Background: an optimization exercise with open tools, aiming at small area, a short achievable clock period and few clock cycles. Do not read the settings as production practice.
At most, simulation tests tie the RTL to the original design; equivalence was not proved.
The clock input has no modelled driver; a real chip could not lean on it and would need a root buffer or a full tree.
Power and IR drop assume default switching activity.

## try-cedar
==> flow/design.v <==
`timescale 1ns / 1ps
`default_nettype none
module rx_packet_handler #(
	parameter DATA_WIDTH = 128,
	parameter DEBUG_EN = 0
	)(
	input  wire                    axi_clk,
	input  wire                    axi_aresetn,
	output wire [63:0]             m_axis_eth_tdata,
	output wire [7:0]              m_axis_eth_tuser,
	output wire                    m_axis_eth_tlast,
	output wire [7:0]              m_axis_eth_tkeep,
	output wire                    m_axis_eth_tvalid,
	input  wire                    m_axis_eth_tready,
	output wire [31:0]             addr_o,
	input  wire [DATA_WIDTH-1:0]   data_i,
	output wire                    en_o,
	output wire                    rst_o,
	output wire [DATA_WIDTH/8-1:0] wea_o,
	output wire                    wren_o,
	input  wire [31:0]             pkt_addr_i,
	input  wire [15:0]             pkt_len_i,
	input  wire                    pkt_addr_v_i,
	output wire                    pkt_ack_o
	);
reg        valid;       
reg  [3:0] sel_lo;      
reg  [3:0] sel_hi;      
reg        beat_end;    
reg        tlast;       
reg        line_last;   
reg  [2:0] last_kept;   
reg  [6:0] line;        
reg        first;       
reg        ack_late;    
reg        ack_next;    
reg        last_cmp;    
reg        rd_idle;     
reg        rd_end;      
reg        ack_now;     
reg        ack_end;     
wire [11:0] len       = pkt_len_i[11:0];           
wire        len_z     = len[3:0] == 4'd0;           
wire        last_two  = len_z | (len[3] & (len[2:0] != 3'd0));  
wire        one_line  = (len[11:5] == 7'd0) & ~(len[4] & ~len_z);    
wire        two_lines = (len[11:6] == 6'd0) & (len[5] ? ~len[4] & len_z
                                                      : len[4] & ~len_z);  
wire ready   = m_axis_eth_tready;
wire free    = rd_idle | (ready & rd_end);
wire rd      = pkt_addr_v_i & free;
wire ack     = ack_now | (ready & ack_end);
wire rd_last = ack_next | (first & one_line);
wire done    = ready & beat_end;
wire next_last = ({1'b0, line} + 8'd1 == len[11:4]) |
                 (len_z & ({1'b0, line} + 8'd2 == len[11:4]));
always @(posedge axi_clk) begin
	if (~axi_aresetn) begin
		valid    <= 1'b0;
		line     <= 7'd0;
		first    <= 1'b1;
		ack_late <= 1'b0;
		ack_next <= 1'b0;
		rd_idle  <= 1'b1;
		ack_now  <= 1'b0;
		ack_end  <= 1'b0;
	end else begin
		valid    <= rd | (valid & ~done);
		ack_late <= rd & first & one_line;
		ack_next <= rd ? (first ? two_lines : ~ack_next & last_cmp) : ack_next;
		rd_idle  <= ~rd & (~valid | done);
		ack_now  <= rd ? first & one_line : ack_next & (~valid | done);
		ack_end  <= ~rd & ack_next & (ready | beat_end);
		if (ack) begin
			line  <= 7'd0;
			first <= 1'b1;
		end else if (rd) begin
			line  <= line + 7'd1;
			first <= 1'b0;
		end
	end
end
always @(posedge axi_clk) begin
	last_cmp <= next_last;
	if (rd) begin
		beat_end <= rd_last & ~last_two;
		rd_end   <= ack_next & ~last_two;
	end else begin
		beat_end <= ready | beat_end;
		rd_end   <= ready | beat_end;
	end
	if (free) begin
		sel_lo     <= 4'b1111;
		sel_hi     <= 4'b0000;
		tlast      <= rd_last & ~last_two;
		line_last  <= rd_last;
		last_kept  <= len[2:0] - 3'd1;
	end else if (ready) begin
		sel_lo[0]  <= 1'b0;
		sel_hi[0]  <= 1'b1;
		tlast      <= line_last;
	end
	if (~free & ready & valid) begin
		sel_lo[1]  <= 1'b0;
		sel_hi[1]  <= 1'b1;
	end
	if (~free & ready & ~beat_end) begin
		sel_lo[2]  <= 1'b0;
		sel_hi[2]  <= 1'b1;
	end
	if (~free & ready & valid & ~beat_end) begin
		sel_lo[3]  <= 1'b0;
		sel_hi[3]  <= 1'b1;
	end
end
genvar i;
generate
	for (i = 0; i < 64; i = i + 1) begin : g_tdata
		assign m_axis_eth_tdata[i] = (sel_lo[i/16] & data_i[i]) | (sel_hi[i/16] & data_i[64+i]);
	end
	for (i = 0; i < 8; i = i + 1) begin : g_tkeep
		assign m_axis_eth_tkeep[i] = ~tlast | (last_kept >= i);
	end
endgenerate
assign m_axis_eth_tuser  = 8'h00;
assign m_axis_eth_tlast  = tlast;
assign m_axis_eth_tvalid = valid;
assign addr_o    = {15'd0, pkt_addr_i[16:11], line, 4'h0};
assign en_o      = free;
assign rst_o     = 1'b0;
assign wea_o     = {(DATA_WIDTH/8){1'b0}};
assign wren_o    = 1'b0;
assign pkt_ack_o = ack;
endmodule
`default_nettype wire
==> flow/config.mk <==
export PLATFORM = sky130hd
export DESIGN_NAME = rx_packet_handler
export DESIGN_NICKNAME = rx_packet_handler
export VERILOG_FILES = /design/flow/design.v
export SDC_FILE = /design/flow/constraint.sdc
export NUM_CORES = 4
export LEC_CHECK = 0
export CAP_MARGIN = 20
export CORE_AREA = 4 4 104 104
export CTS_BUF_LIST = sky130_fd_sc_hd__clkbuf_8 sky130_fd_sc_hd__clkbuf_16
export CTS_CLUSTER_DIAMETER = 500
export CTS_CLUSTER_SIZE = 100
export DIE_AREA = 0 0 108 108
export SETUP_SLACK_MARGIN = 1.2
export SLEW_MARGIN = 20
==> flow/constraint.sdc <==
create_clock -name core_clock -period 3.0 [get_ports {axi_clk}]
set_input_delay 0.6000 -clock core_clock [delete_from_list [all_inputs] [get_ports {axi_clk}]]
set_output_delay 0.6000 -clock core_clock [all_outputs]
set_load 0.01 [all_outputs]
standard.sh (not shown) runs the stock make flow with config.mk's settings and CLKGATE_MAP_FILE= SYNTH_SCRIPT=/design/flow/synth_recipe.tcl, a recipe that flattens the netlist after the stock synthesis.
==> flow/flow/run.sh <==
#!/bin/bash
# Own layout flow: the standard flow (standard synthesis unchanged) with
# these changes:
# - the port buffers are the smallest buffer (buf_1) instead of the delay cell
#   buffer_ports picks by default; repair may still size them up;
# - one tie cell per constant value;
# - after CTS, the clock tree is cut down to a single buffer (flow/post_cts.tcl).
set -euo pipefail
here=$(pwd)
bash standard.sh \
  "BUFFER_PORTS_ARGS=-buffer_cell sky130_fd_sc_hd__buf_1" \
  "SKIP_REPAIR_TIE_FANOUT=1" \
  "POST_CTS_TCL=$here/flow/post_cts.tcl" \
  finish > flow_make.log 2>&1
Other scripts of this flow, unchanged in this note and not shown: flow/flow/post_cts.tcl
For try-sierra, these inputs were changed with respect to try-cedar:
--- a/flow/design.v
+++ b/flow/design.v
@@ -29,6 +29,7 @@
 reg        beat_end;    
 reg        tlast;       
+reg        tpart;       
 reg        line_last;   
-reg  [2:0] last_kept;   
+reg  [2:0] last_nkeep;  
 reg  [6:0] line;        
 reg        first;       
@@ -42,8 +43,8 @@
 wire [11:0] len       = pkt_len_i[11:0];           
 wire        len_z     = len[3:0] == 4'd0;           
-wire        last_two  = len_z | (len[3] & (len[2:0] != 3'd0));  
-wire        one_line  = (len[11:5] == 7'd0) & ~(len[4] & ~len_z);    
-wire        two_lines = (len[11:6] == 6'd0) & (len[5] ? ~len[4] & len_z
-                                                      : len[4] & ~len_z);  
+wire        last_two  = len_z | (len[3:0] > 4'd8);  
+wire        one_line  = len <= 12'd16;
+wire        two_lines = ~one_line & (len <= 12'd32);
+wire [2:0]  last_keep = ~last_nkeep;
 wire ready   = m_axis_eth_tready;
 wire free    = rd_idle | (ready & rd_end);
@@ -51,7 +52,12 @@
 wire ack     = ack_now | (ready & ack_end);
 wire rd_last = ack_next | (first & one_line);
-wire done    = ready & beat_end;
 wire next_last = ({1'b0, line} + 8'd1 == len[11:4]) |
                  (len_z & ({1'b0, line} + 8'd2 == len[11:4]));
+wire valid_n    = rd | (valid & ~(ready & beat_end));
+wire beat_end_n = rd ? rd_last & ~last_two : (ready | beat_end);
+wire rd_end_n   = rd ? ack_next & ~last_two : (ready | beat_end);
+wire ack_late_n = rd & first & one_line;
+wire ack_next_n = rd ? (first ? two_lines : ~ack_next & last_cmp) : ack_next;
+wire rd_idle_n  = ~valid_n & ~ack_late_n;
 always @(posedge axi_clk) begin
 	if (~axi_aresetn) begin
@@ -65,10 +71,10 @@
 		ack_end  <= 1'b0;
 	end else begin
-		valid    <= rd | (valid & ~done);
-		ack_late <= rd & first & one_line;
-		ack_next <= rd ? (first ? two_lines : ~ack_next & last_cmp) : ack_next;
-		rd_idle  <= ~rd & (~valid | done);
-		ack_now  <= rd ? first & one_line : ack_next & (~valid | done);
-		ack_end  <= ~rd & ack_next & (ready | beat_end);
+		valid    <= valid_n;
+		ack_late <= ack_late_n;
+		ack_next <= ack_next_n;
+		rd_idle  <= rd_idle_n;
+		ack_now  <= ack_late_n | (ack_next_n & rd_idle_n);
+		ack_end  <= ack_next_n & rd_end_n;
 		if (ack) begin
 			line  <= 7'd0;
@@ -82,31 +88,28 @@
 always @(posedge axi_clk) begin
 	last_cmp <= next_last;
+	beat_end <= beat_end_n;
+	rd_end   <= rd_end_n;
 	if (rd) begin
-		beat_end <= rd_last & ~last_two;
-		rd_end   <= ack_next & ~last_two;
-	end else begin
-		beat_end <= ready | beat_end;
-		rd_end   <= ready | beat_end;
-	end
-	if (free) begin
 		sel_lo     <= 4'b1111;
 		sel_hi     <= 4'b0000;
 		tlast      <= rd_last & ~last_two;
+		tpart      <= rd_last & ~last_two & (len[2:0] != 3'd0);
 		line_last  <= rd_last;
-		last_kept  <= len[2:0] - 3'd1;
+		last_nkeep <= ~len[2:0];
 	end else if (ready) begin
 		sel_lo[0]  <= 1'b0;
 		sel_hi[0]  <= 1'b1;
 		tlast      <= line_last;
+		tpart      <= line_last & (last_nkeep != 3'd7);
 	end
-	if (~free & ready & valid) begin
+	if (~rd & ready & valid) begin
 		sel_lo[1]  <= 1'b0;
 		sel_hi[1]  <= 1'b1;
 	end
-	if (~free & ready & ~beat_end) begin
+	if (~rd & ready & ~beat_end) begin
 		sel_lo[2]  <= 1'b0;
 		sel_hi[2]  <= 1'b1;
 	end
-	if (~free & ready & valid & ~beat_end) begin
+	if (~rd & ready & valid & ~beat_end) begin
 		sel_lo[3]  <= 1'b0;
 		sel_hi[3]  <= 1'b1;
@@ -119,5 +122,5 @@
 	end
 	for (i = 0; i < 8; i = i + 1) begin : g_tkeep
-		assign m_axis_eth_tkeep[i] = ~tlast | (last_kept >= i);
+		assign m_axis_eth_tkeep[i] = ~tpart | (last_keep > i);
 	end
 endgenerate
==> comparison <==
Cell with the largest stage delay on the worst path: sky130_fd_sc_hd__a21o_4 -> try-sierra, sky130_fd_sc_hd__edfxtp_1 -> try-cedar. NOTE: mux share of post-synthesis cell area in try-sierra falls short of that of try-cedar. Side by side, share of the cycle needed by the critical path after routing turned out lower in try-sierra than in try-cedar. Against try-cedar, fmax in try-sierra came out better. Going from try-cedar to try-sierra, the combined area of all synthesized cells was found to have gone up by about 2.6%. Between try-sierra and try-cedar, it is try-sierra whose sequential group power is higher, by about 12%. try-cedar was larger in final cell area than try-sierra. Taking try-cedar as the reference point, the power drawn by the combinational cells of try-sierra rises by about 17%. Compared with try-cedar, try-sierra shows a total chip power that is 11% higher. Comparing try-sierra and try-cedar, net switching power is higher on try-sierra. try-sierra vs try-cedar — layout overhead on the synthesized area dropped 10 points.
Testbench counts of try-sierra, summed over its fixed seeds: cycles 108,353.
Only the layout flow was run in try-cedar; the RTL was not checked for function there.

## port drivers added, routing unchanged
The results above use ideal ports. As a check the final layouts listed here were re-extracted and re-timed, cells and wires unchanged. Step 1: set_driving_cell puts a clkbuf_16 on axi_clk and a buf_2 on each other input, an assumption about the parent block. Step 2, shift: input delay + t, output delay - t, t = (earliest + latest rising clock arrival at the registers) / 2. This alone moves slack from input paths to output paths. Three values: ideal ports, drivers, drivers and shift; two values: the first two.
run | shift t [ns] | setup slack, ns | worst setup path after step 2 | pins driven straight from the clock port
try-cedar | 0.198 | 1.162 / 1.134 / 0.972 | input to register | 1
try-sierra | 0.197 | 1.230 / 1.199 / 1.156 | input to register | 1
After both steps setup and hold are still met in every run listed. The setup slack of try-cedar, which loses most, moves by -0.028 ns with the drivers and by -0.190 ns with both steps.
